What follows belongs to an exercise in optimizing a design on an open flow for small area, a short achievable clock period and few clock cycles per item; a production flow would make more cautious choices.
No functional check of the RTL was part of this run.
Power and IR drop assume default switching activity.

==> design.v <==
module VECTOR_MODE (
  input  signed [12:0] x,
  output signed [12:0] y
);
  wire signed [22:0] xe = x;
  wire signed [22:0] p  = (xe <<< 9) + (xe <<< 7) - (xe <<< 4) - (xe <<< 1);
  assign y = p[22:10];
endmodule
module ROTATION_MODE (
  input  signed [12:0] in_X,
  input  signed [12:0] in_Y,
  input         [2:0]  k,
  input                sgn,
  output signed [12:0] out_X,
  output signed [12:0] out_Y
);
  wire signed [12:0] ys = in_Y >>> k;
  wire signed [12:0] xs = in_X >>> k;
  assign out_X = in_X + (ys ^ {13{~sgn}}) + {12'd0, ~sgn};
  assign out_Y = in_Y + (xs ^ {13{sgn}})  + {12'd0, sgn};
endmodule
module QR_CORDIC (
    input          clk,
    input          rst_n,
    input          valid,
    output         out_vallid,
    input  [51:0]  in,
    output [51:0]  out
);
reg [3:0] loaded;    
reg [3:0] k;         
reg [3:0] s;         
reg       done0;     
reg [1:0] wcnt;      
reg       outst;     
reg [2:0] ocnt;
wire ld     = valid & ~loaded[3] & ~outst;
wire outrot = outst;
assign out_vallid = outst;
wire go = ~done0 & ((k != 4'd0) | (loaded > {1'b0, s[2:0]}) | s[3]);
wire last_out = outst & (ocnt == 3'd7);
always @(posedge clk or negedge rst_n) begin
  if (!rst_n) begin
    loaded <= 4'd0;
    k      <= 4'd0;
    s      <= 4'd1;
    done0  <= 1'b0;
    wcnt   <= 2'd0;
    outst  <= 1'b0;
    ocnt   <= 3'd0;
  end else if (last_out) begin
    loaded <= 4'd0;
    k      <= 4'd0;
    s      <= 4'd1;
    done0  <= 1'b0;
    wcnt   <= 2'd0;
    outst  <= 1'b0;
    ocnt   <= 3'd0;
  end else begin
    if (ld) loaded <= loaded + 4'd1;
    if (go) begin
      if (k == 4'd8) begin
        k <= 4'd0;
        s <= s + 4'd1;
        if (s == 4'd10) done0 <= 1'b1;
      end else begin
        k <= k + 4'd1;
      end
    end
    if (done0 & ~outst) begin
      wcnt <= wcnt + 2'd1;
      if (wcnt == 2'd2) outst <= 1'b1;
    end
    if (outst) ocnt <= ocnt + 3'd1;
  end
end
wire [3:0] act0;
assign act0[0] = (s >= 4'd1) & (s <= 4'd7);
assign act0[1] = (s >= 4'd3) & (s <= 4'd8);
assign act0[2] = (s >= 4'd5) & (s <= 4'd9);
assign act0[3] = (s >= 4'd7) & (s <= 4'd10);
wire [9:0] ctl0 = {go & (k == 4'd7), go & ~k[3], go & k[3], k[2:0], act0};
reg  [9:0] ctl1, ctl2, ctl3;
always @(posedge clk or negedge rst_n) begin
  if (!rst_n) begin
    ctl1 <= 10'd0;
    ctl2 <= 10'd0;
    ctl3 <= 10'd0;
  end else begin
    ctl1 <= ctl0;
    ctl2 <= ctl1;
    ctl3 <= ctl2;
  end
end
wire [39:0] ctl = {ctl3, ctl2, ctl1, ctl0};
wire [415:0] R;
wire [207:0] BX, BY;
wire [51:0] SX, SY;
wire [3:0] sgnv;
reg  [2:0] sd0;
reg  [1:0] sd1;
reg        sd2;
always @(posedge clk) begin
  sd0 <= {sd0[1:0], sgnv[0]};
  sd1 <= {sd1[0], sgnv[1]};
  sd2 <= sgnv[2];
end
genvar c, j, p;
generate
  for (j = 0; j < 4; j = j + 1) begin : g_stage
    wire [12:0] vx = R[(8*j + 2*j) * 13 +: 13];
    wire [12:0] vy = R[(8*j + ((2*j + 7) % 8)) * 13 +: 13];
    assign sgnv[j] = vx[12] ^ vy[12];
    reg [12:0] mx, my;
    integer cc;
    always @(*) begin
      mx = 13'd0;
      my = 13'd0;
      for (cc = j; cc < 4; cc = cc + 1) begin
        if (ctl[cc*10 + 9]) begin
          mx = mx | BX[(4*cc + j) * 13 +: 13];
          my = my | BY[(4*cc + j) * 13 +: 13];
        end
      end
    end
    reg [12:0] sxin, syin;
    always @(posedge clk) begin
      sxin <= mx;
      syin <= my;
    end
    VECTOR_MODE u_sx (.x(sxin), .y(SX[j*13 +: 13]));
    VECTOR_MODE u_sy (.x(syin), .y(SY[j*13 +: 13]));
  end
  for (c = 0; c < 4; c = c + 1) begin : g_col
    wire       step = ctl[c*10 + 8];
    wire       rot  = ctl[c*10 + 7];
    wire [2:0] kk   = ctl[c*10 + 4 +: 3];
    wire [3:0] act  = ctl[c*10 +: 4];
    reg  [2:0] cfg;
    always @(posedge clk or negedge rst_n) begin
      if (!rst_n)        cfg <= 3'd1;
      else if (last_out) cfg <= 3'd1;
      else if (rot)      cfg <= cfg + 3'd1;
    end
    wire [2:0] waddr = cfg + {2'd0, rot} + 3'd7 - loaded[2:0];
    for (j = 0; j < 4; j = j + 1) begin : g_cell
      if (j <= c) begin : g_on
        wire sg;
        if (c == j)          assign sg = sgnv[j];
        else if (j == 0)     assign sg = sd0[c-1];
        else if (j == 1)     assign sg = sd1[c-2];
        else                 assign sg = sd2;
        ROTATION_MODE u_bf (
          .in_X  (R[(8*c + 2*j) * 13 +: 13]),
          .in_Y  (R[(8*c + ((2*j + 7) % 8)) * 13 +: 13]),
          .k     (kk),
          .sgn   (sg),
          .out_X (BX[(4*c + j) * 13 +: 13]),
          .out_Y (BY[(4*c + j) * 13 +: 13])
        );
      end else begin : g_off
        assign BX[(4*c + j) * 13 +: 13] = 13'd0;
        assign BY[(4*c + j) * 13 +: 13] = 13'd0;
      end
    end
    for (p = 0; p < 8; p = p + 1) begin : g_pos
      localparam integer SRC = (p + 7) % 8;        
      localparam integer OWN = p / 2;              
      localparam integer CMP = ((p + 1) % 8) / 2;  
      reg [12:0] q;
      assign R[(8*c + p) * 13 +: 13] = q;
      wire [12:0] prev = R[(8*c + SRC) * 13 +: 13];
      wire [12:0] scl  = (p % 2 == 1) ? SX[OWN*13 +: 13] : SY[OWN*13 +: 13];
      wire [12:0] bfo  = (p % 2 == 0) ? BX[(4*c + CMP) * 13 +: 13] : BY[(4*c + CMP) * 13 +: 13];
      wire own_on = (OWN <= c) && act[OWN];
      wire cmp_on = (CMP <= c) && act[CMP];
      wire wr_in  = ld && (waddr == p);
      always @(posedge clk) begin
        if (wr_in) begin
          q <= in[13*c +: 13];
        end else if (outrot) begin
          q <= prev;
        end else if (rot) begin
          q <= own_on ? scl : prev;
        end else if (step & cmp_on) begin
          q <= bfo;
        end
      end
    end
  end
endgenerate
assign out = {R[(8*3 + 2) * 13 +: 13], R[(8*2 + 2) * 13 +: 13],
              R[(8*1 + 2) * 13 +: 13], R[(8*0 + 2) * 13 +: 13]};
endmodule
==> run.sh <==
#!/bin/bash
# synth_recipe.tcl (not shown) runs the flow's synth.tcl, then flattens the netlist and writes it again
# the make line also repeats each setting of config.mk as NAME=value (left out here)
make -C /OpenROAD-flow-scripts/flow DESIGN_CONFIG=/design/flow/config.mk WORK_HOME=/design/flow/orfs CLKGATE_MAP_FILE= SYNTH_SCRIPT=/design/flow/synth_recipe.tcl finish
==> config.mk <==
export PLATFORM = sky130hd
export DESIGN_NAME = QR_CORDIC
export DESIGN_NICKNAME = QR_CORDIC
export VERILOG_FILES = /design/flow/design.v
export SDC_FILE = /design/flow/constraint.sdc
export NUM_CORES = 4
export LEC_CHECK = 0
export ABC_CLOCK_PERIOD_IN_PS = 4000
export CAP_MARGIN = 20
export CORE_MARGIN = 2
export CORE_UTILIZATION = 45
export PLACE_DENSITY = 0.65
export SLEW_MARGIN = 20
==> constraint.sdc <==
create_clock -name core_clock -period 13.0 [get_ports {clk}]
set_input_delay 2.6000 -clock core_clock [delete_from_list [all_inputs] [get_ports {clk}]]
set_output_delay 2.6000 -clock core_clock [all_outputs]
set_load 0.01 [all_outputs]
==> run summary <==
-- registers in the layout (all words and copies together), names as in the netlist --
name and flops:
ctl1 10, ctl2 10, ctl3 10, done0 1, g_col.cfg 12, g_col.g_pos.q 416, g_stage.sxin 52, g_stage.syin 52
k 4, loaded 4, ocnt 3, outst 1, s 4, sd0 3, sd1 2, sd2 1
wcnt 2
-- worst paths after layout --
path,from,to,slack [ns]
worst max-delay path,ctl3[4],g_col[3].g_pos[7].q[12],7.31
worst min-delay path,ctl1[5],ctl2[5],0.39
worst max register to register,ctl3[4],g_col[3].g_pos[7].q[12],7.31
worst min register to register,ctl1[5],ctl2[5],0.39
max in group asynchronous,rst_n,ctl2[6],10.11
min in group asynchronous,rst_n,g_col[1].cfg[1],1.85
-- cells in the mapped netlist, types with 107 or more instances --
cell,number,share of area [%]
sky130_fd_sc_hd__xnor2_1,407,5.8
sky130_fd_sc_hd__edfxtp_1,416,21
sky130_fd_sc_hd__nand2_1,615,3.8
sky130_fd_sc_hd__o21ai_0,451,3.7
sky130_fd_sc_hd__dfxtp_1,110,3.6
sky130_fd_sc_hd__a21oi_1,508,4.2
sky130_fd_sc_hd__fa_1,179,5.9
sky130_fd_sc_hd__nand3_1,107,0.88
sky130_fd_sc_hd__inv_1,473,2.9
sky130_fd_sc_hd__mux2i_1,372,6.1
sky130_fd_sc_hd__xor2_1,174,2.5
sky130_fd_sc_hd__ha_1,489,10
sky130_fd_sc_hd__nor2_1,489,3.0
sky130_fd_sc_hd__clkbuf_1,280,1.7
sky130_fd_sc_hd__mux2_2,184,3.4
-- final cells by class --
cell class | count | share of cell area, %
timing repair buffer | 208 | 2.777
sequential | 587 | 24.66
tap | 1781 | 3.381
antenna | 8 | 0.03037
inverter | 480 | 2.734
multi-input combinational | 5360 | 62.62
clock buffer | 81 | 2.800
clock inverter | 48 | 0.9890
-- worst reg2reg max path: stages, from the launching register on --
cell and delay, ns:
sky130_fd_sc_hd__dfrtp_2 0.53, sky130_fd_sc_hd__inv_2 0.49, sky130_fd_sc_hd__buf_4 0.56, sky130_fd_sc_hd__mux4_2 0.63, sky130_fd_sc_hd__mux2_2 0.31, sky130_fd_sc_hd__fa_1 0.44
sky130_fd_sc_hd__a21o_1 0.21, sky130_fd_sc_hd__a21oi_1 0.22, sky130_fd_sc_hd__nor2b_1 0.08, sky130_fd_sc_hd__o21a_1 0.22, sky130_fd_sc_hd__o2111ai_1 0.26, sky130_fd_sc_hd__a21boi_0 0.12
sky130_fd_sc_hd__o22ai_1 0.20, sky130_fd_sc_hd__xor2_1 0.77, sky130_fd_sc_hd__a221oi_1 0.21, sky130_fd_sc_hd__o21ai_0 0.22
-- routing by layer --
layer | vias to the layer above | wire, microns | track usage [%]
met3 | 805 | 26250 | 8.116
met5 | - | 60 | 0
met1 | 26220 | 89980 | 42.04
li1 | 24380 | - | -
met4 | 10 | 19800 | 23.07
met2 | 3286 | 101700 | 50.76
-- layout by cell type, fill, tap and decap left out, drive strengths merged, types with 179 or more instances in the layout --
cell / synthesis / final
inv: 477 / 479
mux2: 185 / 185
fa: 179 / 179
a21oi: 509 / 509
nor2: 489 / 489
o21ai: 459 / 459
edfxtp: 416 / 416
nand2: 615 / 615
xnor2: 407 / 407
ha: 489 / 489
mux2i: 373 / 373
-- power breakdown --
| group | total (mW) | internal [mW] | switching (mW) |
|---|---|---|---|
| combinational | 0.0724 | 0.0157 | 0.0566 |
| clock | 2.18 | 1.24 | 0.942 |
| sequential | 1.98 | 1.98 | 0 |
| total | 4.24 | 3.24 | 0.998 |
-- kinds of logic after synthesis --
family | after synthesis | synth area share, %
XOR/XNOR | 582 | 8.377
multiplexers | 614 | 11.64
buffers and inverters | 898 | 5.950
adder cells (fa/ha/maj) | 668 | 15.92
AND/OR/NAND/NOR | 1642 | 12.04
flip-flops | 587 | 26.63
AO/OA/AOI/OAI | 1854 | 19.44
-- stage by stage --
step	worst slack (ns)	util (%)	total power [mW]	instances	instance area (sq um)
final	7.305	48.84	4.236	8553	65910
after global routing	6.997	48.82	4.301	8545	65890
after CTS	7.498	48.80	4.227	8543	65860
after detailed placement	7.261	46.95	2.087	8414	63360
after global placement	7.315	46.93	2.087	8414	63340
after floorplan	8.200	-	2.028	6845	60940
==> run summary <==
- During placement, the flow inserted port buffers numbering 107.
- The signal on the critical path passes through inv_2 -> buf_4 -> mux4_2 -> mux2_2 -> fa_1 -> a21o_1 -> a21oi_1 -> nor2b_1 -> o21a_1 -> o2111ai_1 -> a21boi_0 -> o22ai_1 -> xor2_1 -> a221oi_1 -> o21ai_0.
- Setup repair after global routing left no endpoint under its margin.
- The overall die width is between 300 and 400 microns.
- The final hold violation count is 0.
- The worst setup path is captured at a flop.
- The biggest fanout along the worst timing path is 39.
- The logic depth of the worst setup path including buffers is 15.
- The number of placed I/O pins is around 110.
- The max-cap check violation count is 0.
- The post-synthesis net count is about 7,600.
- The count of yosys warnings during synthesis is 1.
- The worst IR drop on VDD is about 0.09 mV.
- The worst-case hold slack is about 0.39 ns.
- Clock tree synthesis selected as its root buffer the cell sky130_fd_sc_hd__clkbuf_16.
- The share of the clock period used by the worst path after layout is between 40% and 50%.
- The count of flip-flops with a built-in enable after synthesis is 416.
- The required time of the critical path is ~13 ns.
- The share of layout cells above drive strength 1 is just over 8%.
- In the synthesized netlist the dominant register cell turns out to be sky130_fd_sc_hd__edfxtp_1.
- Synthesis produced a netlist whose cell count is around 7,000.
- After clock tree synthesis, the clock-pin slew on the worst setup and hold paths is 0.07 ns.
- In this run the vertical extent of the chip is between 300 and 400 microns.
- Summed over all layers, the global routing overflow is 0.
- The number of max-slew violations in the final report came to 0.
- The setup skew after layout is between 0.06 and 0.07 ns.
- TritonCTS built the clock tree.
- The sum of negative setup slack is 0 ns.
- The post-detailed-route count of antenna-violating nets is 0.
- The level count of the clock H-tree is 3.
- In the final layout, the multi-input gates occupy approximately 41,000 sq um.
- The number of global-route vias before repair is around 52,000.
- The worst setup path is launched from a flop.
- Counting distinct cell types in the post-synthesis netlist gives 90.
- The number of buffers created by CTS is 71.
- The die footprint is between 100,000 and 150,000 sq um.
- The setup path with the least slack is of type flop to flop.
- The path class of the tightest hold or removal check is flop to flop.
- The detailed router finished its first iteration with 6,914 violations.
- The flow ran to the end and the layout has no timing, DRC or antenna violations.
- Summing every instance area after synthesis gives 60,940 sq um.
- The worst hold path stage count is 0.
- The portion of the post-synthesis area used by sequential elements is between 20% and 30%.
- The leakage power is between 20 and 30 nW.
- The mean post-synth cell area is 8.902 sq um.
- The initial core utilization is about 45%.
- From synthesis to final layout, the design area changed by 8.164%.
- The longest clock path from root to sink contains 3 buffers.
- Grouping stages by cell kind, the critical path spends the most delay in compound AO/OA/AOI/OAI gates.
- The number of remaining DRC errors is 0.
- Entering global routing, the biggest net connects slightly above 70 pins.
- Before antenna repair, the detailed router went through 10 iterations.
- The global placer's final weighted congestion is ~1.1.
- The worst relative slew slack is ~14%.
- The sequential standard cell area is ~16,000 sq um.
- The critical path arrival is around 6 ns.
- The number of antenna violations at the first check in global routing came to 14.
- Setup violations remaining at the end of the flow were counted as 0.
- Post-CTS repair changed the size of 0 cells.
- The count of standard-cell rows is ~140.
- Counting I/O delays and the setup requirement, the final critical path takes roughly 5.7 ns.
- The final-layout fill cell count is ~13,000.
- The number of flip-flops and latches in the synthesized netlist is roughly 590.
- Detailed placement ended at an HPWL of 182.3 mm.
- The number of cells on the worst reg-to-reg path is 15.
- Buffers inserted to repair hold after CTS numbered 0.
- The clock reaches the later pin of the worst-skew pair after ~0.69 ns.
- The vias per cell is ~6.4.
- Across every metal layer, demand over resource in global routing totals about a third.
- The total area inside the core boundary comes to 135,000 sq um.
- The number of setup buffers added after CTS is 0.
- For this block, the routed nets add up to 237.8 mm of wire.
- The post-synthesis async set-or-reset flop share is 10.39%.
- The critical path contains buffers and inverters numbering 2 combined.
- The first global-routing pass estimated around 340 mm of wire.
- In this design, the stage delay of the slowest critical-path cell is slightly below 0.8 ns.
- For this design the ratio of total power to cell area is 64.27 nW/um^2.
- The via count of the routed design is between 50,000 and 60,000.
- At the end of the flow, the number of nets in the layout was approximately 7,400.
- The transition time at the pin with the least slew margin is about 1.3 ns.
- For this run, the top clock speed supported by timing is around 0.18 GHz.
- The tree built by TritonCTS fans out to a little under 600 sinks.
- The slowest stage of the critical path belongs to the cell sky130_fd_sc_hd__xor2_1.
- After detailed routing, the average wire length per cell comes to roughly 28 microns.

==> what the ideal ports hide <==
In the flow no input, the clock included, has a driving cell. The finished layout below was timed again as built, in two steps.
Step 1: set_driving_cell puts a clkbuf_16 on clk and a buf_2 on each other input, an assumption about the parent block.
Step 2 moves the port delays by t, midway between the first and last clock arrival at a register: inputs arrive t later, outputs are due t later. That takes back most of the time a late clock gives input paths.
a / b / c = no drivers / after step 1 / after step 2; a / b = the first two.
t (ns): 0.738
setup slack, ns: 7.305 / 7.305 / 7.222
worst data-port slew with drivers (ns): 0.07
After both steps setup and hold are still met in this run. For this run, drivers alone change the setup slack by 0.000 ns; drivers and shift together by -0.083 ns.
